Background: an optimization exercise with open tools, aiming at small area. Do not read the settings as production practice. In this exercise RTL edits were held to simulation tests only and were not proved equivalent to the original. Power figures rest on the tool's default switching activity, not on a simulated workload.

==> flow/design.v <==
module rst_synch(RST_n, clk, rst_n);
input RST_n, clk;
output rst_n;
wire set, out1;
assign set = 1'b1;
d_flipflop 	flop1(.q(out1), .d(set), .rst_n(RST_n), .clk(clk)),
	flop2(.q(rst_n), .d(out1), .rst_n(RST_n), .clk(clk));
endmodule
module d_flipflop(q, d, rst_n, clk);
input d, clk, rst_n;
output reg q;
always @(posedge clk, negedge rst_n)
  if(!rst_n)
    q <= 0;
  else
    q <= d;
endmodule
module SPI_mstr16(clk, rst_n, wrt, cmd, MISO, SS_n, SCLK, MOSI, done, rd_data);
input clk, rst_n, wrt, MISO;
input [15:0] cmd;
output reg SS_n, SCLK, MOSI, done;
output reg [15:0] rd_data;
enum {IDLE, FRONT, BACK, GO} state, nxt_state;
wire MISO_smpl, shft_nxt, smpl;
wire [3:0] bit_cnt;
reg SS_n_d, shft, en_SCLK, set_done, clr_done;
spi_counter_5bit sclk_count(.clk(clk), .rst_n(rst_n), .rst_cnt(SS_n), .en(en_SCLK), .SCLK(SCLK), .rise_next(smpl), .fall_next(shft_nxt));
spi_counter_4bit bit_count(.clk(clk), .rst_n(rst_n), .rst_bit_cnt(SS_n), .inc(shft & (state==GO)), .cnt(bit_cnt));
spi_shft_reg16 shiftreg(.clk(clk), .rst_n(rst_n), .wrt(wrt), .shft(shft), .cmd(cmd), .MISO_smpl(MISO_smpl), .MOSI(MOSI));
sample_MISO sample(.clk(clk), .rst_n(rst_n), .smpl(smpl), .MISO(MISO), .MISO_smpl(MISO_smpl));
sr_ff done_flop(.q(done), .s(set_done), .r(clr_done), .rst_n(rst_n), .clk(clk));
always @(posedge clk, negedge rst_n)
	if(!rst_n) begin
		state <= IDLE;
		SS_n <= 1;	 
	end else begin
		state <= nxt_state;
		SS_n <= SS_n_d;	 
	end
always @(posedge clk, negedge rst_n)
	if(!rst_n)
		rd_data <= 16'h0;
	else if(shft)
		rd_data <= {rd_data[14:0], MISO_smpl};
always_comb begin
	nxt_state = IDLE;
	SS_n_d = 1;
	shft = 0;
	en_SCLK = 0;
	set_done = 0;
	clr_done = 0;
	case(state)
	  IDLE :	 
	    begin
		if(wrt) begin
			nxt_state = FRONT;
			SS_n_d = 0;
			en_SCLK = 1;
			clr_done = 1;
		end
	    end
	  FRONT :	 
	    begin
		if(shft_nxt) begin
			nxt_state = GO;
			SS_n_d = 0;
			en_SCLK = 1;
		end else begin
			nxt_state = FRONT;
			SS_n_d = 0;
			en_SCLK = 1;
		end
	    end
	  GO :		 
	    begin
		if(bit_cnt == 4'hF) begin
			nxt_state = BACK;
			SS_n_d = 0;
		end else begin
			nxt_state = GO;
			SS_n_d = 0;
			en_SCLK = 1;
			if(shft_nxt)
				shft = 1;
			else
				shft = 0;
		end
	    end
	  BACK :	 
	    begin
		if(shft_nxt) begin
			nxt_state = IDLE;
			shft = 1;
			SS_n_d = 1;
			set_done = 1;
		end else begin
			nxt_state = BACK;
			SS_n_d = 0;
			en_SCLK = 1;
		end
	    end
	  default : begin nxt_state = IDLE; end
	endcase
end
endmodule
module spi_counter_5bit(clk, rst_n, rst_cnt, en, SCLK, rise_next, fall_next);
input clk, rst_n, rst_cnt, en;
output SCLK, rise_next, fall_next;
reg [4:0] sclk_div;
assign SCLK = sclk_div[4];
assign rise_next = ~sclk_div[4] & (&sclk_div[3:0]);	 
assign fall_next = &sclk_div;	 
always @(posedge clk, negedge rst_n)
	if(!rst_n)
		sclk_div <= 5'h00;
	else if(rst_cnt)
		sclk_div <= 5'b10111;	 
	else if(en)
		sclk_div <= sclk_div + 1;
endmodule
module spi_counter_4bit(clk, rst_n, rst_bit_cnt, inc, cnt);
input clk, rst_n, inc, rst_bit_cnt;
output reg [3:0] cnt;	 
always @(posedge clk, negedge rst_n)
	if(!rst_n)
		cnt <= 0;
	else if(rst_bit_cnt)
		cnt <= 0;
	else if(inc)
		cnt <= cnt + 1;
endmodule
module spi_shft_reg16(clk, rst_n, wrt, shft, cmd, MISO_smpl, MOSI);
input clk, rst_n, wrt, shft, MISO_smpl;
input [15:0] cmd;
output MOSI;
reg [15:0] shft_reg;
assign MOSI = shft_reg[15];
always @(posedge clk, negedge rst_n)
	if(!rst_n)
		shft_reg <= 16'h0;
	else if(wrt)
		shft_reg <= cmd;
	else if(shft)
		shft_reg <= {shft_reg[14:0], MISO_smpl};
endmodule
module sample_MISO(clk, rst_n, smpl, MISO, MISO_smpl);
input clk, rst_n, smpl, MISO;
output reg MISO_smpl;
always @(posedge clk, negedge rst_n)	 
	if(!rst_n)
		MISO_smpl <= 0;
	else if(smpl)
		MISO_smpl <= MISO;
endmodule
module sr_ff(q, s, r, rst_n, clk);
input clk, s, r, rst_n;
output reg q;
always_ff @(posedge clk, negedge rst_n)
  if(!rst_n)
    q <= 0;
  else if(r)
    q <= 0;
  else if(s)
    q <= 1;
endmodule
module A2D_intf(clk, rst_n, nxt, MISO, lft_ld, rght_ld, batt, a2d_SS_n, SCLK, MOSI);
input clk, rst_n, nxt;
input MISO;
output [11:0] lft_ld, rght_ld, batt;
output a2d_SS_n, SCLK, MOSI;
wire done, lft_en, rght_en, batt_en;
wire [15:0] rd_data;
wire [2:0] chnl;
wire [1:0] rnd_cnt;
reg wrt, update;
reg [15:0] cmd;
SPI_mstr16 SPI(.clk(clk), .rst_n(rst_n), .wrt(wrt), .cmd(cmd), .MISO(MISO), .SS_n(a2d_SS_n), .SCLK(SCLK), .MOSI(MOSI), .done(done), .rd_data(rd_data));
round_counter rnd_counter(.clk(clk), .rst_n(rst_n), .update(update), .rnd_cnt(rnd_cnt));
assign lft_en = update && (rnd_cnt == 2'b00);
assign rght_en = update && rnd_cnt[0];
assign batt_en = update && rnd_cnt[1];
lft_ld_reg LFT(.clk(clk), .rst_n(rst_n), .en(lft_en), .lft_data_in(rd_data[11:0]), .lft_data_out(lft_ld));
rght_ld_reg RGHT(.clk(clk), .rst_n(rst_n), .en(rght_en), .rght_data_in(rd_data[11:0]), .rght_data_out(rght_ld));
batt_reg BATT(.clk(clk), .rst_n(rst_n), .en(batt_en), .batt_data_in(rd_data[11:0]), .batt_data_out(batt));
enum bit [1:0] {IDLE, SEND_1ST, WAIT_1, SEND_2ND} state, nxt_state;
always @(posedge clk, negedge rst_n)
	if(!rst_n)
		state <= IDLE;
	else
		state <= nxt_state;
assign chnl = (rnd_cnt == 2'b01) ? 3'h4 : (rnd_cnt == 2'b10) ? 3'h5 : 3'h0;
assign cmd = {2'b00, chnl, 11'h000};
always_comb begin
	nxt_state = IDLE;
	wrt = 0;
	update = 0;
	case(state)
	  IDLE : begin
		if(nxt) begin
			nxt_state = SEND_1ST;
			wrt = 1;
		end
	  end
	  SEND_1ST : begin
		if(done)
			nxt_state = WAIT_1;
		else
			nxt_state = SEND_1ST;
	  end
	  WAIT_1 : begin
		nxt_state = SEND_2ND;
		wrt = 1;
	  end
	  SEND_2ND : begin
		if(done) begin
			nxt_state = IDLE;
			update = 1;
		end
		else
			nxt_state = SEND_2ND;
	  end
	endcase
end
endmodule
module round_counter(clk, rst_n, update, rnd_cnt);
input clk, rst_n, update;
output reg [1:0] rnd_cnt;
always @(posedge clk, negedge rst_n)
	if(!rst_n)
		rnd_cnt <= 2'b00;
	else if(update)
		if(rnd_cnt == 2'b10)
			rnd_cnt <= 2'b00;
		else
			rnd_cnt <= rnd_cnt + 1;
endmodule
module lft_ld_reg(clk, rst_n, en, lft_data_in, lft_data_out);
input clk, rst_n, en;
input [11:0] lft_data_in;
output reg [11:0] lft_data_out;
always @(posedge clk, negedge rst_n)
	if(!rst_n)
		lft_data_out <= 0;
	else if(en)
		lft_data_out <= lft_data_in;
endmodule
module rght_ld_reg(clk, rst_n, en, rght_data_in, rght_data_out);
input clk, rst_n, en;
input [11:0] rght_data_in;
output reg [11:0] rght_data_out;
always @(posedge clk, negedge rst_n)
	if(!rst_n)
		rght_data_out <= 0;
	else if(en)
		rght_data_out <= rght_data_in;
endmodule
module batt_reg(clk, rst_n, en, batt_data_in, batt_data_out);
input clk, rst_n, en;
input [11:0] batt_data_in;
output reg [11:0] batt_data_out;
always @(posedge clk, negedge rst_n)
	if(!rst_n)
		batt_data_out <= 0;
	else if(en)
		batt_data_out <= batt_data_in;
endmodule
module UART_rcv(clk,rst_n,RX,rdy,rx_data,clr_rdy);
input clk,rst_n;			 
input RX;					 
input clr_rdy;			 
output rdy;				 
output [7:0] rx_data;		 
enum reg {IDLE, RX_STATE} state, nxt_state;
reg [8:0] shift_reg;		 
reg [3:0] bit_cnt;			 
reg [11:0] baud_cnt;			 
reg rdy;					 
reg rx_ff1, rx_ff2;			 
logic start, set_rdy, receiving;		 
wire shift;
always_ff @(posedge clk or negedge rst_n)
  if (!rst_n)
    state <= IDLE;
  else
    state <= nxt_state;
always_ff @(posedge clk or negedge rst_n)
  if (!rst_n)
    bit_cnt <= 4'b0000;
  else if (start)
    bit_cnt <= 4'b0000;
  else if (shift)
    bit_cnt <= bit_cnt+1;
always_ff @(posedge clk or negedge rst_n)
  if (!rst_n)
    baud_cnt <= 1302;			 
  else if (start)
    baud_cnt <= 1302;			 
  else if (shift)
    baud_cnt <= 2604;			 
  else if (receiving)
    baud_cnt <= baud_cnt-1;		 
always_ff @(posedge clk)
  if (shift)
    shift_reg <= {rx_ff2,shift_reg[8:1]};    
always @(posedge clk or negedge rst_n)
  if (!rst_n)
    rdy <= 1'b0;
  else if (start || clr_rdy)
    rdy <= 1'b0;			 
  else if (set_rdy)
    rdy <= 1'b1;
always_ff @(posedge clk or negedge rst_n)
  if (!rst_n)
    begin
      rx_ff1 <= 1'b1;			 
      rx_ff2 <= 1'b1;
    end
  else
    begin
      rx_ff1 <= RX;
      rx_ff2 <= rx_ff1;
    end
always_comb
  begin
    start         = 0;
    set_rdy    = 0;
    receiving     = 0;
    nxt_state     = IDLE;	 
    case (state)
      IDLE : begin
        if (!rx_ff2)		 
          begin
            nxt_state = RX_STATE;
            start = 1;
          end
        else nxt_state = IDLE;
      end
      default : begin		 
        if (bit_cnt==4'b1010)
          begin
            set_rdy = 1;
            nxt_state = IDLE;
          end
        else
          nxt_state = RX_STATE;
        receiving = 1;
      end
    endcase
  end
assign shift = ~|baud_cnt; 						 
assign rx_data = shift_reg[7:0];				 
endmodule
module Auth_blk(clk, rst_n, RX, rider_off, pwr_up);
input clk, rst_n, RX, rider_off;
output reg pwr_up;
wire [7:0] rx_data;
wire rx_rdy, g, s;
reg clr_rx_rdy;
UART_rcv RCV(.clk(clk), .rst_n(rst_n), .RX(RX), .clr_rdy(clr_rx_rdy), .rx_data(rx_data), .rdy(rx_rdy));
enum bit [1:0] {OFF, PWR1, PWR2} state, nxt_state;
assign g = rx_rdy & (rx_data == 8'h67);
assign s = rx_rdy & (rx_data == 8'h73);
always @(posedge clk, negedge rst_n)
	if(!rst_n)
		state <= OFF;
	else
		state <= nxt_state;
always_comb begin
	nxt_state = OFF;
	pwr_up = 0;
	clr_rx_rdy = 0;
	case(state)
	  OFF : begin
		if(g) begin
			nxt_state = PWR1;
			pwr_up = 1;
			clr_rx_rdy = 1;
		end
	  end
	  PWR1 : begin
		if(!s) begin
			nxt_state = PWR1;
			pwr_up = 1;
			clr_rx_rdy = 0;
		end
		else if(s) begin
			nxt_state = PWR2;
			pwr_up = 1;
			clr_rx_rdy = 1;
		end
	  end
	  PWR2 : begin
		if(g) begin
			nxt_state = PWR1;
			pwr_up = 1;
			clr_rx_rdy = 1;
		end
		else if(!rider_off) begin
			nxt_state = PWR2;
			pwr_up = 1;
			clr_rx_rdy = 0;
		end 
		else if(rider_off) begin
			nxt_state = OFF;
			pwr_up = 0;
			clr_rx_rdy = 0;
		end
	  end
	endcase
end
endmodule
module PWM11(clk, rst_n, duty, PWM_sig);
input clk, rst_n;
input unsigned [10:0] duty;
output PWM_sig;
wire set, reset;
reg unsigned [10:0] cnt;
sr_flipflop pwm_flop(.q(PWM_sig), .s(set), .r(reset), .rst_n(rst_n), .clk(clk));
assign reset = (cnt >= duty) ? 1 : 0;
assign set = ~|cnt;
always @(posedge clk, negedge rst_n)
  if(!rst_n)
    cnt <= 0;
  else
    cnt <= cnt + 1;
endmodule
module sr_flipflop(q, s, r, rst_n, clk);
input clk, s, r, rst_n;
output reg q;
always_ff @(posedge clk, negedge rst_n)
  if(!rst_n)
    q <= 0;
  else if(r)
    q <= 0;
  else if(s)
    q <= 1;
  else
    q <= q;
endmodule
module mtr_drv(clk, rst_n, lft_spd, rght_spd, lft_rev, rght_rev, PWM_rev_lft, PWM_rev_rght, PWM_frwrd_lft, PWM_frwrd_rght);
input clk, rst_n;
input [10:0] lft_spd, rght_spd;
input lft_rev, rght_rev;
output PWM_rev_lft, PWM_rev_rght;
output PWM_frwrd_lft, PWM_frwrd_rght;
wire lft_pwm_sig, rght_pwm_sig;
assign PWM_rev_lft = lft_rev & lft_pwm_sig;
assign PWM_frwrd_lft = ~lft_rev & lft_pwm_sig;
assign PWM_rev_rght = rght_rev & rght_pwm_sig;
assign PWM_frwrd_rght = ~rght_rev & rght_pwm_sig;
PWM11	l_pwm(.clk(clk), .rst_n(rst_n), .duty(lft_spd), .PWM_sig(lft_pwm_sig)),		 
	r_pwm(.clk(clk), .rst_n(rst_n), .duty(rght_spd), .PWM_sig(rght_pwm_sig));	 
endmodule
module Piezo_Timer(clk, rst_n, reset, steer_en_tmr_full, cnt);
parameter fast_sim = 1'b0;
input clk, rst_n, reset;
output steer_en_tmr_full;
output reg [26:0] cnt;
assign steer_en_tmr_full = fast_sim ? &cnt[14:0] : &cnt[25:0];
always @(posedge clk, negedge rst_n)
	if(!rst_n) begin
		cnt <= 27'h0000000;
	end
	else if(reset) begin
		cnt <= 27'h0000000;
	end
	else
		cnt <= cnt + 1;
endmodule
module piezo(clk, rst_n, en_steer, ovr_spd, batt_low, steer_en_clr_tmr, piezo, piezo_n, steer_en_tmr_full);
parameter fast_sim = 1'b0;	 
input clk, rst_n, en_steer, ovr_spd, batt_low, steer_en_clr_tmr;
output piezo, piezo_n, steer_en_tmr_full;
wire wave;
wire [26:0] cnt;
Piezo_Timer #(fast_sim) piezo_timer(.clk(clk), .rst_n(rst_n), .reset(~(en_steer | ovr_spd | batt_low) & steer_en_clr_tmr), .cnt(cnt), .steer_en_tmr_full(steer_en_tmr_full));
assign wave = 	(ovr_spd) ? (~cnt[12] & ~cnt[24]) :
		(en_steer) ? (~cnt[14] & ~cnt[25] & ~cnt[26]) : 1'b0;
assign piezo = (wave | (batt_low & ~cnt[15] & cnt[26] & ~cnt[25]));
assign piezo_n = (en_steer | ovr_spd | batt_low) & ~piezo; 
endmodule
module inertial_integrator(clk, rst_n, vld, ptch_rt, AZ, ptch);
input clk, rst_n, vld;
input signed [15:0] ptch_rt, AZ;
output reg [15:0] ptch;
localparam AZ_OFFSET = 16'hFE80;
localparam PTCH_RT_OFFSET = 16'h03C2;
reg [26:0] ptch_int;
wire signed [25:0] ptch_acc_product;
wire signed [15:0] ptch_acc, ptch_rt_comp, AZ_comp;
wire [26:0] fusion_ptch_offset;
assign ptch = ptch_int[26:11];
always @(posedge clk, negedge rst_n)
	if(!rst_n)
		ptch_int <= 0;
	else if(vld)
		ptch_int <= ptch_int - {{11{ptch_rt_comp[15]}}, ptch_rt_comp} + fusion_ptch_offset;
assign AZ_comp = AZ - AZ_OFFSET;
assign ptch_rt_comp = ptch_rt - PTCH_RT_OFFSET;
assign ptch_acc_product = AZ_comp * $signed(327);
assign ptch_acc = {{3{ptch_acc_product[25]}}, ptch_acc_product[25:13]};
assign fusion_ptch_offset = ($signed(ptch_acc) > $signed(ptch)) ? 27'h0000400 : 27'h7FFFC00;
endmodule
module inert_intf(clk, rst_n, vld, ptch, SS_n, SCLK, MOSI, MISO, INT);
  input clk, rst_n;
  input INT;   
  output vld;
  output [15:0] ptch;
  reg INT1, INT_stable;
  reg [7:0] ptchL, ptchH, AZL, AZH;
  input MISO;
  output SS_n, SCLK, MOSI;
  reg [15:0] timer16;   
  reg [15:0] ptch_rt, AZ;   
  typedef enum reg [3:0] {INIT1, INIT2, INIT3, INIT4, WAIT, RD1, RD2, RD3, RD4} state_t;   
  state_t state, nxt_state;
  logic [15:0] cmd, full_rd_data;
  logic [7:0] rd_data;
  logic wrt, done, vldSM, ptchL_en, ptchH_en, AZL_en, AZH_en;
  assign rd_data = full_rd_data[7:0];
  SPI_mstr16 iSPI(.clk(clk), .rst_n(rst_n), .SS_n(SS_n), .SCLK(SCLK), .MOSI(MOSI), 
                  .MISO(MISO), .wrt(wrt), .cmd(cmd), .done(done), .rd_data(full_rd_data));
  inertial_integrator iINT(.clk(clk), .rst_n(rst_n), .vld(vld), .ptch_rt(ptch_rt), .AZ(AZ), .ptch(ptch));
  always_ff@(posedge clk, negedge rst_n)
    if(!rst_n)
      timer16 <= 16'h0000;
    else
      timer16 <= timer16 + 1;  
  always_ff@(posedge clk, negedge rst_n)
    if(!rst_n)
      INT1 <= 1'b0;
    else
      INT1 <= INT;
  always_ff@(posedge clk, negedge rst_n)
    if(!rst_n)
      INT_stable <= 1'b0;
    else
      INT_stable <= INT1;
  always_ff@(posedge clk, negedge rst_n)
    if(!rst_n) begin
      ptch_rt <= 16'h0000;
      AZ <= 16'h0000;
    end
    else if(vld) begin
      ptch_rt <= {ptchH, ptchL};
      AZ <= {AZH, AZL};
    end    
  always_ff@(posedge clk, negedge rst_n)
    if(!rst_n)
      state <= INIT1;
    else
      state <= nxt_state;
  always_comb begin
    wrt = 0;
    vldSM = 0;
    cmd = 16'h0D02;
    ptchL_en = 0;
    ptchH_en = 0;
    AZL_en = 0;
    AZH_en = 0;
    nxt_state = INIT1;
    case(state)
      INIT1: begin
	cmd = 16'h0D02;
	if(&timer16) begin
	  wrt = 1;
	  nxt_state = INIT2;
	end
      end
      INIT2: begin
	cmd = 16'h1053;
	if(done) begin
	  wrt = 1;
	  nxt_state = INIT3;
	end
	else
	  nxt_state = INIT2;
      end
      INIT3: begin
	cmd = 16'h1150;
	if(done) begin
	  wrt = 1;
	  nxt_state = INIT4;
	end
	else
	  nxt_state = INIT3;
      end
      INIT4: begin
	cmd = 16'h1460;
	if(done) begin
	  wrt = 1;
	  nxt_state = WAIT;
	end
	else
	  nxt_state = INIT4;
      end
      WAIT: begin
	cmd = 16'hA200;
	if(done && INT_stable) begin
	  wrt = 1;
	  ptchL_en = 1;
	  nxt_state = RD1;
	end
	else
	  nxt_state = WAIT;
      end
      RD1: begin
	cmd = 16'hA300;
	if(done) begin
	  wrt = 1;
	  ptchH_en = 1;
	  nxt_state = RD2;
	end
	else
	  nxt_state = RD1;
      end
      RD2: begin
	cmd = 16'hAC00;
	if(done) begin
	  wrt = 1;
	  AZL_en = 1;
	  nxt_state = RD3;
	end
	else
	  nxt_state = RD2;
      end
      RD3: begin
	cmd = 16'hAD00;
	if(done) begin
	  wrt = 1;
	  AZH_en = 1;
	  nxt_state = RD4;
	end
	else
	  nxt_state = RD3;
      end
      RD4: begin
	if(done) begin
	  vldSM = 1;
	  nxt_state = WAIT;
	end
	else
	  nxt_state = RD4;
      end
    endcase
  end
  assign vld = vldSM;
  always_ff@(posedge clk, negedge rst_n)
    if(!rst_n)
      ptchL <= 8'h00;
    else if(ptchL_en)
      ptchL <= rd_data;
  always_ff@(posedge clk, negedge rst_n)
    if(!rst_n)
      ptchH <= 8'h00;
    else if(ptchH_en)
      ptchH <= rd_data;
  always_ff@(posedge clk, negedge rst_n)
    if(!rst_n)
      AZL <= 8'h00;
    else if(AZL_en)
      AZL <= rd_data;
  always_ff@(posedge clk, negedge rst_n)
    if(!rst_n)
      AZH <= 8'h00;
    else if(AZH_en)
      AZH <= rd_data;
endmodule
module balance_cntrl(clk, rst_n, vld, pwr_up, ptch, ld_cell_diff, rider_off, en_steer,
		     lft_spd, lft_rev, rght_spd, rght_rev, too_fast);
  parameter fast_sim = 1'b0;
  input clk, rst_n;
  input vld;						 
  input pwr_up;
  input signed [15:0] ptch;			 
  input signed [11:0] ld_cell_diff;	 
  input rider_off;					 
  input en_steer;
  output [10:0] lft_spd;			 
  output lft_rev;					 
  output [10:0] rght_spd;			 
  output rght_rev;					 
  output too_fast;
  	reg [17:0] full_integrator;
	reg [9:0] prev_ptch_err, intermediate;
	wire signed [9:0] ptch_err_sat, ptch_D_diff;
	reg signed [14:0] ptch_P_term;
	wire signed [17:0] next_integrator;
	wire ov, lft_torque_sel, rght_torque_sel;
	wire signed [11:0] integrator;
	wire signed [6:0] ptch_D_diff_sat;
	reg signed [12:0] ptch_D_term;
	wire signed [15:0] 	PID_cntrl,
				lft_torque, rght_torque,
				lft_torque_abs, rght_torque_abs,
				lft_torque_mult, rght_torque_mult,
				lft_torque_adjusted, rght_torque_adjusted,
				lft_shaped, rght_shaped,
				lft_speed_presat, rght_speed_presat;
  localparam P_COEFF = 5'h0E;
  localparam D_COEFF = 6'h14;				 
  localparam LOW_TORQUE_BAND = 8'h46;	 
  localparam GAIN_MULTIPLIER = 6'h0F;	 
  localparam MIN_DUTY = 15'h03D4;		 
	assign ptch_err_sat = ptch[15] ? &ptch[14:9] ? ptch[9:0] : 10'h200 :
					|ptch[14:9] ? 10'h1FF : ptch[9:0];
	assign ptch_P_term = ptch_err_sat * ($signed(P_COEFF));
	assign next_integrator = {{8{ptch_err_sat[9]}}, ptch_err_sat} + full_integrator;
	assign ov = (ptch_err_sat[9] & full_integrator[17] & ~next_integrator[17]) | (~ptch_err_sat[9] & ~full_integrator[17] & next_integrator[17]);
	assign integrator = (fast_sim != 0) ? full_integrator[17:2] : full_integrator[17:6];
	always @(posedge clk, negedge rst_n)
		if(!rst_n)
			full_integrator <= 18'h0;
		else if(rider_off | ~pwr_up)
			full_integrator <= 18'h0;
		else if(vld & ~ov & pwr_up)
			full_integrator <= next_integrator;
	always @(posedge clk, negedge rst_n)
		if(!rst_n) begin
			prev_ptch_err <= 10'h0;
			intermediate <= 10'h0;
		end
		else if(vld) begin
			prev_ptch_err <= intermediate;
			intermediate <= ptch_err_sat;
		end
 	assign ptch_D_diff = ptch_err_sat - prev_ptch_err;
	assign ptch_D_diff_sat = ptch_D_diff[9] ? &ptch_D_diff[8:6] ? ptch_D_diff[6:0] : 7'h40 :
					|ptch_D_diff[8:6] ? 10'h3F : ptch_D_diff[6:0];
	assign ptch_D_term = ptch_D_diff_sat * ($signed(D_COEFF));
	assign PID_cntrl = {ptch_P_term[14], ptch_P_term} + {{4{integrator[11]}}, integrator} + {{3{ptch_D_term[12]}}, ptch_D_term};
	assign lft_torque = en_steer ? PID_cntrl - {{7{ld_cell_diff[11]}}, ld_cell_diff[11:3]} : PID_cntrl;
	assign rght_torque = en_steer ? PID_cntrl + {{7{ld_cell_diff[11]}}, ld_cell_diff[11:3]} : PID_cntrl;
	assign lft_torque_mult = lft_torque * ($signed(GAIN_MULTIPLIER));
	assign rght_torque_mult = rght_torque * ($signed(GAIN_MULTIPLIER));
	assign lft_torque_adjusted = lft_torque[15] ? lft_torque - MIN_DUTY : lft_torque + MIN_DUTY;
	assign rght_torque_adjusted = rght_torque[15] ? rght_torque - MIN_DUTY : rght_torque + MIN_DUTY;
	assign lft_torque_abs = lft_torque[15] ? (~lft_torque + 1) : lft_torque;
	assign rght_torque_abs = rght_torque[15] ? (~rght_torque + 1) : rght_torque;
	assign lft_torque_sel = lft_torque_abs >= LOW_TORQUE_BAND;
	assign rght_torque_sel = rght_torque_abs >= LOW_TORQUE_BAND;
	assign lft_shaped = lft_torque_sel ? lft_torque_adjusted : lft_torque_mult;
	assign rght_shaped = rght_torque_sel ? rght_torque_adjusted : rght_torque_mult;
	reg signed [15:0] lft_shaped_f, rght_shaped_f;
	reg lft_rev_f, rght_rev_f;
	always_ff@(posedge clk,negedge rst_n)
		if (!rst_n) begin
			lft_rev_f <= 0;
			lft_shaped_f <= 0; end
		else 
		begin 
		lft_rev_f <= lft_shaped[15];
		lft_shaped_f <= lft_shaped; end 
	always_ff@(posedge clk,negedge rst_n)
		if (!rst_n) begin
			rght_rev_f <= 0;
			rght_shaped_f <= 0; end
		else 
		begin 
		rght_rev_f <= rght_shaped[15];
		rght_shaped_f <= rght_shaped; end
	assign lft_rev = lft_rev_f;
	assign rght_rev = rght_rev_f;
	assign lft_speed_presat = lft_rev ? (~lft_shaped_f + 1) : lft_shaped_f;
	assign rght_speed_presat = rght_rev ? (~rght_shaped_f + 1) : rght_shaped_f;
	assign lft_spd = pwr_up ? 
				|lft_speed_presat[15:11] ? 11'h7FF : lft_speed_presat[10:0]
			 : 11'h0;
	assign rght_spd = pwr_up ? 
				|rght_speed_presat[15:11] ? 11'h7FF : rght_speed_presat[10:0]
			  : 11'h0;
	assign too_fast = (lft_spd > 11'h600) || (rght_spd > 11'h600);
endmodule 
module steer_en_SM(clk, rst_n, lft_load, rght_load, tmr_full, en_steer, rider_off, clr_tmr, load_cell_diff);
  input clk;				 
  input rst_n;				 
  input [11:0] lft_load, rght_load;      
  input tmr_full;			 
  output reg en_steer;	 
  output reg rider_off;	 
  output reg clr_tmr;		 
  typedef enum reg [1:0] {IDLE, WAIT, STEER} state_t;
  state_t state, nxt_state;
  localparam MIN_RIDER_WEIGHT = 12'h200;
  localparam HYSTERESIS = 12'h020;
  logic sum_gt_min;			 
  logic sum_lt_min;			 
  logic diff_gt_1_4;			 
  logic diff_gt_15_16;			 
  logic [12:0] load_cell_sum;		 
  logic signed [11:0] signed_load_cell_diff;
  output [11:0] load_cell_diff;    
  assign load_cell_sum = lft_load + rght_load;
  assign sum_gt_min = load_cell_sum > (MIN_RIDER_WEIGHT + HYSTERESIS);
  assign sum_lt_min = load_cell_sum < (MIN_RIDER_WEIGHT - HYSTERESIS);
  assign signed_load_cell_diff = lft_load - rght_load;
  assign load_cell_diff = signed_load_cell_diff[11] ? (~signed_load_cell_diff + 1) : signed_load_cell_diff;
  assign diff_gt_1_4 = load_cell_diff > (load_cell_sum>>2);
  assign diff_gt_15_16 = load_cell_diff > ((load_cell_sum>>4) * 15);
  always_ff@(posedge clk, negedge rst_n)
    if(!rst_n)
      state <= IDLE;
    else
      state <= nxt_state;
  always_comb begin
    clr_tmr = 0;
    en_steer = 0;
    rider_off = 1; 
    nxt_state = IDLE;
    case(state)
    IDLE: if(sum_gt_min) begin
      clr_tmr = 1;
      rider_off = 0;
      nxt_state = WAIT;
    end
    WAIT: if(sum_lt_min) begin
      rider_off = 1;
      nxt_state = IDLE;
    end
    else if(diff_gt_1_4) begin
      clr_tmr = 1;
      nxt_state = WAIT;
      rider_off = 0;
    end
    else if(tmr_full) begin
      en_steer = 1;
      nxt_state = STEER;
      rider_off = 0;
    end
    else begin
      nxt_state = WAIT;
      rider_off = 0;
    end
    STEER: if(sum_lt_min) begin
      rider_off = 1;
      nxt_state = IDLE;
    end
    else if(diff_gt_15_16) begin
      clr_tmr = 1;
      nxt_state = WAIT;
      rider_off = 0;
    end
    else begin
      en_steer = 1;
      nxt_state = STEER;
      rider_off = 0;
    end
    default: nxt_state = IDLE;
    endcase
  end
endmodule
module Segway(clk,RST_n,LED,INERT_SS_n,INERT_MOSI,
              INERT_SCLK,INERT_MISO,A2D_SS_n,A2D_MOSI,A2D_SCLK,
			  A2D_MISO,PWM_rev_rght,PWM_frwrd_rght,PWM_rev_lft,
			  PWM_frwrd_lft,piezo_n,piezo,INT,RX);
  input clk,RST_n;
  input INERT_MISO;						 
  input A2D_MISO;						 
  input INT;							 
  input RX;								 
  output [7:0] LED;						 
  output A2D_SS_n, INERT_SS_n;			 
  output A2D_MOSI, INERT_MOSI;			 
  output A2D_SCLK, INERT_SCLK;			 
  output PWM_rev_rght, PWM_frwrd_rght;   
  output PWM_rev_lft, PWM_frwrd_lft;	 
  output piezo_n,piezo;					 
  localparam fast_sim = 1'b1;	 
  wire rst_n;                            
  localparam BATT_THRESHOLD = 12'h800;
  wire [11:0] lft_ld, rght_ld, batt;
  wire pwr_up;
  wire [15:0] ptch;
  wire vld;
  assign LED = ptch[15:8];
  wire [10:0] lft_spd, rght_spd;
  wire lft_rev, rght_rev, too_fast;
  wire rider_off, en_steer, clr_tmr;
  wire batt_low;
  assign batt_low = $unsigned(batt) < $unsigned(BATT_THRESHOLD);
  wire [11:0] load_cell_diff;
  wire steer_en_tmr_full, steer_en_clr_tmr;
  A2D_intf a2d_intf_DUT( 
			.clk(clk),
			.rst_n(rst_n),
			.nxt(vld),
			.MISO(A2D_MISO),
			.lft_ld(lft_ld),
			.rght_ld(rght_ld),
			.batt(batt),
			.a2d_SS_n(A2D_SS_n),
			.SCLK(A2D_SCLK),
			.MOSI(A2D_MOSI)
			);
  Auth_blk auth_blk_DUT( 
			.clk(clk),
			.rst_n(rst_n),
			.RX(RX),
			.rider_off(rider_off),
			.pwr_up(pwr_up));
  mtr_drv mtr_drv_DUT(	 
			.clk(clk),
			.rst_n(rst_n),
			.lft_spd(lft_spd),
			.rght_spd(rght_spd),
			.lft_rev(lft_rev),
			.rght_rev(rght_rev),
			.PWM_rev_lft(PWM_rev_lft),
			.PWM_rev_rght(PWM_rev_rght),
			.PWM_frwrd_lft(PWM_frwrd_lft),
			.PWM_frwrd_rght(PWM_frwrd_rght)
		      );
  piezo #(fast_sim)
	piezo_DUT(	 
			.clk(clk),
			.rst_n(rst_n),
			.en_steer(en_steer),
			.ovr_spd(too_fast),
			.batt_low(batt_low),
			.steer_en_clr_tmr(steer_en_clr_tmr),
			.piezo(piezo),
			.piezo_n(piezo_n),
			.steer_en_tmr_full(steer_en_tmr_full)
		  );
  inert_intf inert_intf_DUT(	 
				.clk(clk),
				.rst_n(rst_n),
				.INT(INT),
				.MISO(INERT_MISO),
				.vld(vld),
				.ptch(ptch),
				.SS_n(INERT_SS_n),
				.SCLK(INERT_SCLK),
				.MOSI(INERT_MOSI)
			    );
  balance_cntrl #(fast_sim)
		balance_ctrl_DUT( 
				.clk(clk),
				.rst_n(rst_n),
				.pwr_up(pwr_up),
				.vld(vld),
				.ptch(ptch),
				.ld_cell_diff(load_cell_diff),	 
				.rider_off(rider_off),
				.en_steer(en_steer),
				.lft_spd(lft_spd),
				.lft_rev(lft_rev),
				.rght_spd(rght_spd),
				.rght_rev(rght_rev),
				.too_fast(too_fast)
				);
  steer_en_SM steer_en_DUT(	 
				.clk(clk),
				.rst_n(rst_n),
				.lft_load(lft_ld),
				.rght_load(rght_ld),
				.tmr_full(steer_en_tmr_full),
				.en_steer(en_steer),
				.rider_off(rider_off),
				.load_cell_diff(load_cell_diff),
				.clr_tmr(steer_en_clr_tmr)
			   );
  rst_synch iRST(.clk(clk), .RST_n(RST_n), .rst_n(rst_n));
endmodule
==> flow/run.sh <==
#!/bin/bash
# synth_recipe.tcl (not shown) runs the flow's synth.tcl, then flattens the netlist and writes it again
# the make line also repeats each setting of config.mk as NAME=value (left out here)
make -C /OpenROAD-flow-scripts/flow DESIGN_CONFIG=/design/flow/config.mk WORK_HOME=/design/flow/orfs CLKGATE_MAP_FILE= SYNTH_SCRIPT=/design/flow/synth_recipe.tcl finish
==> flow/config.mk <==
export PLATFORM = sky130hd
export DESIGN_NAME = Segway
export DESIGN_NICKNAME = Segway
export VERILOG_FILES = /design/flow/design.v
export SDC_FILE = /design/flow/constraint.sdc
export NUM_CORES = 4
export LEC_CHECK = 0
export CAP_MARGIN = 20
export CORE_MARGIN = 2
export CORE_UTILIZATION = 40
export PLACE_DENSITY = 0.6
export SLEW_MARGIN = 20
==> flow/constraint.sdc <==
create_clock -name core_clock -period 20.0 [get_ports {clk}]
set_input_delay 4.0000 -clock core_clock [delete_from_list [all_inputs] [get_ports {clk}]]
set_output_delay 4.0000 -clock core_clock [all_outputs]
set_load 0.01 [all_outputs]
==> qor.tcl, run 1 <==
set qor(non_filler_cells_final) 4955
set qor(regArea_mm2) 0.00949
set qor(cp_slowest_stage_delay_ns) 0.83
set qor(antennaDiodeCount) 0
set qor(synth.lib_cells_used.distinct) 102
set qor(timing.final.crit_period_ns) 13.15
set qor(count_of_nets_left_with_antenna_violations_after_detail_routing) 0
set qor(post_route_cells_drive_above_1_share_pct) 6.25
set qor(synth_enable_flop_cells) 9
set qor(core_area_mm2) 0.0851
set qor(floorplan.die.width_um) 297
set qor(clock_sinks) 377
set qor(synthesized_net_count) 4385
set qor(numPlacedInstances) 4871
set qor(synth.top_cell.area_share_pct) 26.1
set qor(grt_overflow_total) 0
set qor(n_fill_cell) 8446
set qor(antenna_violations_before_repair) 0
set qor(clock_tree.htree_level_count) 2
set qor(post_cts.resized_instances) 0
set qor(status) {no timing/DRC/antenna violations}
set qor(worst_ep_arrival_time_ns) 13.60
set qor(cellPowerDensity_mw_per_mm2) 45.0
set qor(finalWirelength_um) 70700
set qor(synthArstFlopShare_pct) 97.6
set qor(max_clock_freq_mhz) 76.1
set qor(r2r-start) {inert_intf_DUT.iINT.ptch_int[26]}
set qor(maxCapViolCount) 0
set qor(setup_viol) 0
set qor(mean_area_per_synthesized_cell_um2) 9.13
set qor(worstSetupStartpointType) {flop}
set qor(synth_warnings) 25
set qor(grt_setup_unrepaired) {false}
set qor(timing_max_transition_violations_final) 0
set qor(grt_usage_pct) 16.2
set qor(chipHeight_um) 297
set qor(number_of_drc_markers_in_iteration_0) 937
set qor(period_share_pct) 65.7
set qor(worst_path_max_delay_cell) {dfrtp_1}
set qor(cts.path.max_buffers) 3
set qor(hpwlAfterDp_um) 55000
set qor(reg2reg_slack_ns) 6.85
set qor(row_count) 107
set qor(cp_common_cell) {a21oi_1}
set qor(fin_setup_tns_ns) 0
set qor(crit_path_start) {inert_intf_DUT.iINT.ptch_int[26]}
set qor(drc_errors) 0
set qor(power.static_leakage_nw) 19.3
set qor(timing.rr.end) {balance_ctrl_DUT.rght_shaped_f[14]}
set qor(finish.utilization_pct) 43.9
set qor(hold_buffers) 0
set qor(clk_latency_ns) 0.61
set qor(r2r_cells) 53
set qor(worstSetupEndpoint) {balance_ctrl_DUT.rght_shaped_f[14]}
set qor(synth_area_mm2) 0.0344
set qor(ioPinCount) 26
set qor(worstSetupEndpointType) {flop}
set qor(via_count) 25100
set qor(synth_top_cells_by_area) {dfrtp_1 26%, ha_1 17%, fa_1 8.7%, xnor2_1 5.3%, inv_1 5.0%}
set qor(synth_largest_area_cell) {dfrtp_1}
set qor(synth.yosys.seq_area_share_pct) 27.6
set qor(routed_wire_length_per_instance_um) 14.3
set qor(timing_worst_slew_pin_value_ns) 1.05
set qor(area_growth_syn_to_layout_pct) 8.74
set qor(hp-class) {flop to async pin}
set qor(placement.io_buffers) 25
set qor(synth-seq-cells) 377
set qor(cts_inserted_buffers) 47
set qor(finClkSkew_ns) 0.0285
set qor(slew-limit-headroom_pct) 30.3
set qor(grt_start_max_net_pins) 97
set qor(post_cts_buffers) 0
set qor(synthCells) 3771
set qor(first_global_vias) 25400
set qor(hold_ws_ns) 0.309
set qor(first_pass_iters) 5
set qor(grt_first_pass_wirelength_um) 123000
set qor(die_area_mm2) 0.0884
set qor(tritoncts) {yes}
set qor(max-vdd-ir-drop_mv) 0.0709
set qor(fin_nets) 4390
set qor(timing_worst_setup_path_type) {flop to flop}
set qor(place.gp.congestion) 0.863
set qor(viasPerCell) 5.06
set qor(critical_path.max_fanout) 21
set qor(multiInputGateArea_mm2) 0.0228
set qor(worst-endpoint-required_ns) 20.45
set qor(cts.root.buffer_cell) {clkbuf_16}
set qor(synth_top_flop_cell) {dfrtp_1}
set qor(hold_viol) 0
set qor(biggestRegsByFlops) {inert_intf_DUT.iINT.ptch_int: 27 flops, piezo_DUT.piezo_timer.cnt: 27 flops, balance_ctrl_DUT.full_integrator: 18 flops}
set qor(clock_input_transition_at_the_sequential_cells_of_the_worst_setup_and_hold_paths_ns) 0.06
set qor(start_util_pct) 40.4
==> placed cells by master (no fill, tap or decap), drive strengths merged, types with 82 or more instances in the layout <==
| cell | n |
|---|---|
| a21oi | 202 |
| dfrtp | 359 |
| fa | 149 |
| ha | 459 |
| inv | 462 |
| mux2 | 82 |
| nand2 | 376 |
| nor2 | 235 |
| o21ai | 186 |
| xnor2 | 209 |
| xor2 | 113 |
==> layout make-up <==
type,count,share of cell area [%]
well taps,1144,3.83
multi-input cells,2836,60.9
flip-flops and latches,377,25.4
repair buffers,50,1.17
clock inverters,20,0.588
inverters,464,4.67
clock buffers,64,3.45
==> metal layers <==
metal	vias to the layer above	share of wire, %	track usage, %
li1	12800	-	-
met2	233	49	29.1
met1	11900	47	21.0
met5	-	0	0
met4	0	1.8	3.54
met3	72	2.2	1.77
==> cell usage after synthesis, drive strengths merged, types with 47 or more instances <==
cell type	instances
ha	459
nand3	78
a21o	53
xnor2	209
o21ai	186
clkbuf	61
nand2	376
nor3	58
inv	462
a21oi	202
mux2	82
fa	149
nand2b	47
mux2i	72
nor2	235
dfrtp	359
xor2	113
==> worst min-delay path by stage <==
stage                                                          to  slack, ns  cells after the start
after floorplan                                      iRST.flop2.q       0.33                      0
after global placement    a2d_intf_DUT.SPI.sclk_count.sclk_div[2]       0.33                      0
after detailed placement  a2d_intf_DUT.SPI.sclk_count.sclk_div[2]       0.33                      0
after CTS                         inert_intf_DUT.iINT.ptch_int[3]       0.34                      0
after global routing                                 iRST.flop2.q       0.35                      0
final                     a2d_intf_DUT.SPI.sclk_count.sclk_div[2]       0.31                      0
==> worst max-delay path, delay by kind of cell, from the launching register on <==
kind            cells  cell delay (ns)
mux                 1             0.08
compound gates     24             5.59
buf+inv             5             0.77
xor+xnor            6             1.35
fa+ha+maj           8             2.92
flops               1             0.83
simple gates        9             1.44
==> where the power goes <==
part           leakage (nW)  internal [W]  switching (W)
Clock                 0.732      0.000492       0.000345
Combinational          13.5     0.0000188      0.0000298
Sequential             5.07      0.000781      0.0000154
Total                  19.3       0.00129       0.000390
==> through the flow <==
stage	area, um^2	setup slack, ns	power (W)
after floorplan	34400	8.57	0.000846
after global placement	35900	7.12	0.000860
after detailed placement	35900	6.91	0.000860
after CTS	37400	6.85	0.00172
after global routing	37400	5.42	0.00175
final	37400	6.85	0.00168
==> logic make-up (layout without fill, tap and decap cells) <==
kind of cell / Yosys count / count (layout) / share of synthesized area (%)
adders and majority gates: 611 / 611 / 25.4
DFF: 377 / 377 / 27.6
buffers and inverters: 558 / 598 / 6.33
other: 1 / 1 / 0.0109
muxes: 154 / 154 / 4.84
xor gates and xnor gates: 324 / 324 / 8.40
AOI/OAI and AO/OA: 723 / 723 / 13.4
and+or+nand+nor: 1023 / 1023 / 14.0
==> run 2, diff against run 1 <==
--- a/flow/config.mk
+++ b/flow/config.mk
@@ -7,2 +7,3 @@
 export LEC_CHECK = 0
+export ABC_AREA = 1
 export CAP_MARGIN = 20
==> run 2 against run 1 <==
Net effect: still clean on timing, DRC and antenna; via count rose by 11%; sequential power barely moved; clock power rose by 8.4%; critical path depth fell by 14; register-to-register slack improved by 0.96 ns; count of clock-buffer cells in the layout rose by 2; area after synthesis rose by 2.1%; combinational power rose by 24%; first-iteration DRC count rose by 39%.
==> qor.tcl, run 2 <==
set qor(layout_common_cells) {867 x nand2_1, 793 x inv_1, 459 x ha_1, 358 x dfrtp_1, 333 x o21ai_0}
set qor(post_cts_buffers) 0
set qor(grt_overflow_total) 0
set qor(clk_latency_ns) 0.60
set qor(grt_setup_unrepaired) {false}
set qor(antennaDiodeCount) 0
set qor(synth_top_flop_cell) {dfrtp_1}
set qor(clock_sinks) 377
set qor(drc_errors) 0
set qor(finalWirelength_um) 78000
set qor(number_of_drc_markers_in_iteration_0) 1305
set qor(synth_largest_area_cell) {dfrtp_1}
set qor(start_util_pct) 40.4
set qor(post_route_cells_drive_above_1_share_pct) 4.02
set qor(synth_warnings) 25
set qor(first_pass_iters) 5
set qor(clock_tree.htree_level_count) 2
set qor(met3_wirelength_um) 2200
set qor(post_cts.resized_instances) 0
set qor(tritoncts) {yes}
set qor(placement.io_buffers) 25
set qor(synth_most_common_cell) {nand2_1}
set qor(worst_ep_arrival_time_ns) 8.45
set qor(synth_top_cells_by_area) {dfrtp_1 26%, ha_1 16%, nand2_1 9.3%, fa_1 8.5%, inv_1 8.5%}
set qor(multiInputGateArea_mm2) 0.0222
set qor(area_growth_syn_to_layout_pct) 8.79
set qor(synth_enable_flop_cells) 9
set qor(fin_setup_tns_ns) 0
set qor(ioPinCount) 26
set qor(row_count) 108
set qor(grt_first_pass_wirelength_um) 133000
set qor(die_area_mm2) 0.0902
set qor(synthArstFlopShare_pct) 97.6
set qor(routed_wire_length_per_instance_um) 13.7
set qor(synthesized_net_count) 5095
set qor(cp_common_cell) {nand2_1}
set qor(synth.top_cell.area_share_pct) 25.6
set qor(routedLengthMet1_um) 37500
set qor(maxCapViolCount) 0
set qor(synthCells) 4481
set qor(synth.lib_cells_used.distinct) 65
set qor(mean_area_per_synthesized_cell_um2) 7.84
set qor(critical_path.max_fanout) 27
set qor(biggestRegsByFlops) {inert_intf_DUT.iINT.ptch_int: 27 flops, piezo_DUT.piezo_timer.cnt: 27 flops, balance_ctrl_DUT.full_integrator: 18 flops}
set qor(timing_worst_setup_path_type) {flop to output port}
set qor(cp_slowest_stage_delay_ns) 0.55
set qor(worst_path_max_delay_cell) {clkdlybuf4s50_1}
set qor(worst-endpoint-required_ns) 16.00
set qor(hold_buffers) 0
set qor(floorplan.die.width_um) 300
set qor(hold_ws_ns) 0.346
set qor(hold_viol) 0
set qor(hp-class) {flop to flop}
set qor(worst_path_dominant_cell_family) {simple AND/OR/NAND/NOR gates}
set qor(highest-signal-layer) {met4}
set qor(clock_input_transition_at_the_sequential_cells_of_the_worst_setup_and_hold_paths_ns) 0.06
set qor(count_of_buffering_cells_on_the_critical_path_with_inverters_included) 7
set qor(count_of_nets_left_with_antenna_violations_after_detail_routing) 0
set qor(timing_max_transition_violations_final) 0
set qor(fin_nets) 5100
set qor(first_global_vias) 27100
set qor(setup_viol) 0
set qor(core_area_mm2) 0.0869
set qor(synth_common_cells) {867 x nand2_1, 794 x inv_1, 459 x ha_1, 359 x dfrtp_1, 333 x o21ai_0}
set qor(chipHeight_um) 300
set qor(viasPerCell) 4.91
set qor(grt_usage_pct) 17.6
set qor(status) {no timing/DRC/antenna violations}
set qor(synth-seq-cells) 377
set qor(cts.path.max_buffers) 3
set qor(antenna_violations_before_repair) 0
set qor(power.static_leakage_nw) 20.7
set qor(max-vdd-ir-drop_mv) 0.0542
set qor(via_count) 27900
set qor(place.gp.congestion) 0.914
set qor(finClkSkew_ns) 0.0292
set qor(cellPowerDensity_mw_per_mm2) 46.2
set qor(timing_worst_slew_pin_value_ns) 0.891
set qor(synth.yosys.seq_area_share_pct) 27.0
set qor(slew-limit-headroom_pct) 40.1
set qor(cts.root.buffer_cell) {clkbuf_16}
set qor(cts_inserted_buffers) 46
set qor(max_clock_freq_mhz) 80.3
set qor(timing.final.crit_period_ns) 12.45
set qor(synth_area_mm2) 0.0351
set qor(worstSetupEndpointType) {output port}
set qor(layout_commonest_cell) {nand2_1}
set qor(regArea_mm2) 0.00949
set qor(amount_of_wire_on_met2_after_detailed_routing_um) 36700
set qor(n_fill_cell) 8787
set qor(period_share_pct) 62.3
set qor(worstSetupStartpointType) {flop}
set qor(hpwlAfterDp_um) 61800
set qor(grt_start_max_net_pins) 79
==> run 2: metal layers <==
metal  vias up  track usage (%)
li1      14500                -
met1     13000             23.9
met2       341             30.1
met3        77             1.83
met4         0             4.00
met5         -                0
==> run 2: path summary, 6_finish.rpt <==
check / startpoint / end / slack [ns] / cells past startpoint
setup / recovery: a2d_intf_DUT.RGHT.rght_data_out[2] / piezo / 7.55 / 39
hold / removal: iRST.flop1.q / iRST.flop2.q / 0.35 / 0
setup reg to reg: inert_intf_DUT.iINT.ptch_int[26] / balance_ctrl_DUT.rght_shaped_f[14] / 7.81 / 64
hold reg to reg: iRST.flop1.q / iRST.flop2.q / 0.35 / 0
max in group asynchronous: RST_n / iRST.flop2.q / 16.29 / 1
min in group asynchronous: iRST.flop2.q / a2d_intf_DUT.SPI.bit_count.cnt[3] / 0.37 / 0
==> run 2: logic make-up after synthesis <==
logic type	count (synthesis)	share of synthesized area (%)
xor+xnor	280	6.98
flops	377	27.0
mux	1	0.0320
buf+inv	896	9.96
simple gates	1568	19.3
fa+ha+maj	608	24.8
compound gates	750	11.9
other cells	1	0.0107
==> run 2: worst register-to-register path, delay by kind of cell (launching register included) <==
kind	cells	cell delay (ns)
adders and majority gates	7	2.64
DFF	1	0.79
and+or+nand+nor	27	3.22
AOI/OAI and AO/OA	19	3.32
buffers and inverters	8	1.07
xor gates and xnor gates	3	1.02
==> run 2: final cells by class <==
| class | count | share of cell area [%] |
|---|---|---|
| clock buffers | 66 | 3.50 |
| clock inverters | 20 | 0.854 |
| inverters | 808 | 7.95 |
| multi-input cells | 3208 | 58.0 |
| flip-flops and latches | 377 | 24.8 |
| well taps | 1155 | 3.78 |
| repair buffers | 45 | 1.07 |
==> run 2: report_power, final <==
group	leakage (nW)	total, W	internal [W]	switching (W)
Clock	0.821	0.000907	0.000560	0.000347
Sequential	5.06	0.000798	0.000784	0.0000138
Combinational	14.8	0.0000605	0.0000195	0.0000410
Total	20.7	0.00176	0.00136	0.000402
==> run 2: metrics by stage <==
| stage | util, % | area [um^2] | total power (W) | std cells | setup slack [ns] |
|---|---|---|---|---|---|
| 2_1_floorplan | - | 35100 | 0.000856 | 4481 | 8.99 |
| 3_3_place_gp | 42.0 | 36500 | 0.000872 | 5592 | 8.16 |
| 3_5_place_dp | 42.0 | 36500 | 0.000873 | 5592 | 7.92 |
| 4_1_cts | 44.0 | 38200 | 0.00180 | 5678 | 7.48 |
| 5_1_grt | 44.0 | 38200 | 0.00185 | 5679 | 6.43 |
| 6_report | 44.0 | 38200 | 0.00176 | 5679 | 7.55 |

-- what the ideal ports hide --
No port has a modelled driver above. Below, the same layouts with a new extraction and two added sets of constraints. Step 1 assumes that a clkbuf_16 drives the clock port and a buf_2 every other input. Step 2 moves the port delays by t, midway between the first and last clock arrival at a register: inputs arrive t later, outputs are due t later. That takes back most of the time a late clock gives input paths. Slacks: ideal ports / drivers / drivers and shift; pairs: ideal ports / drivers.
run | shift t [ns] | setup slack, ns | clock arrival spread, ns
run 1 | 0.665 | 6.851 / 6.851 / 6.851 | 0.032 / 0.032
run 2 | 0.654 | 7.546 / 7.482 / 7.809 | 0.030 / 0.030
After both steps every run listed still meets setup and hold.
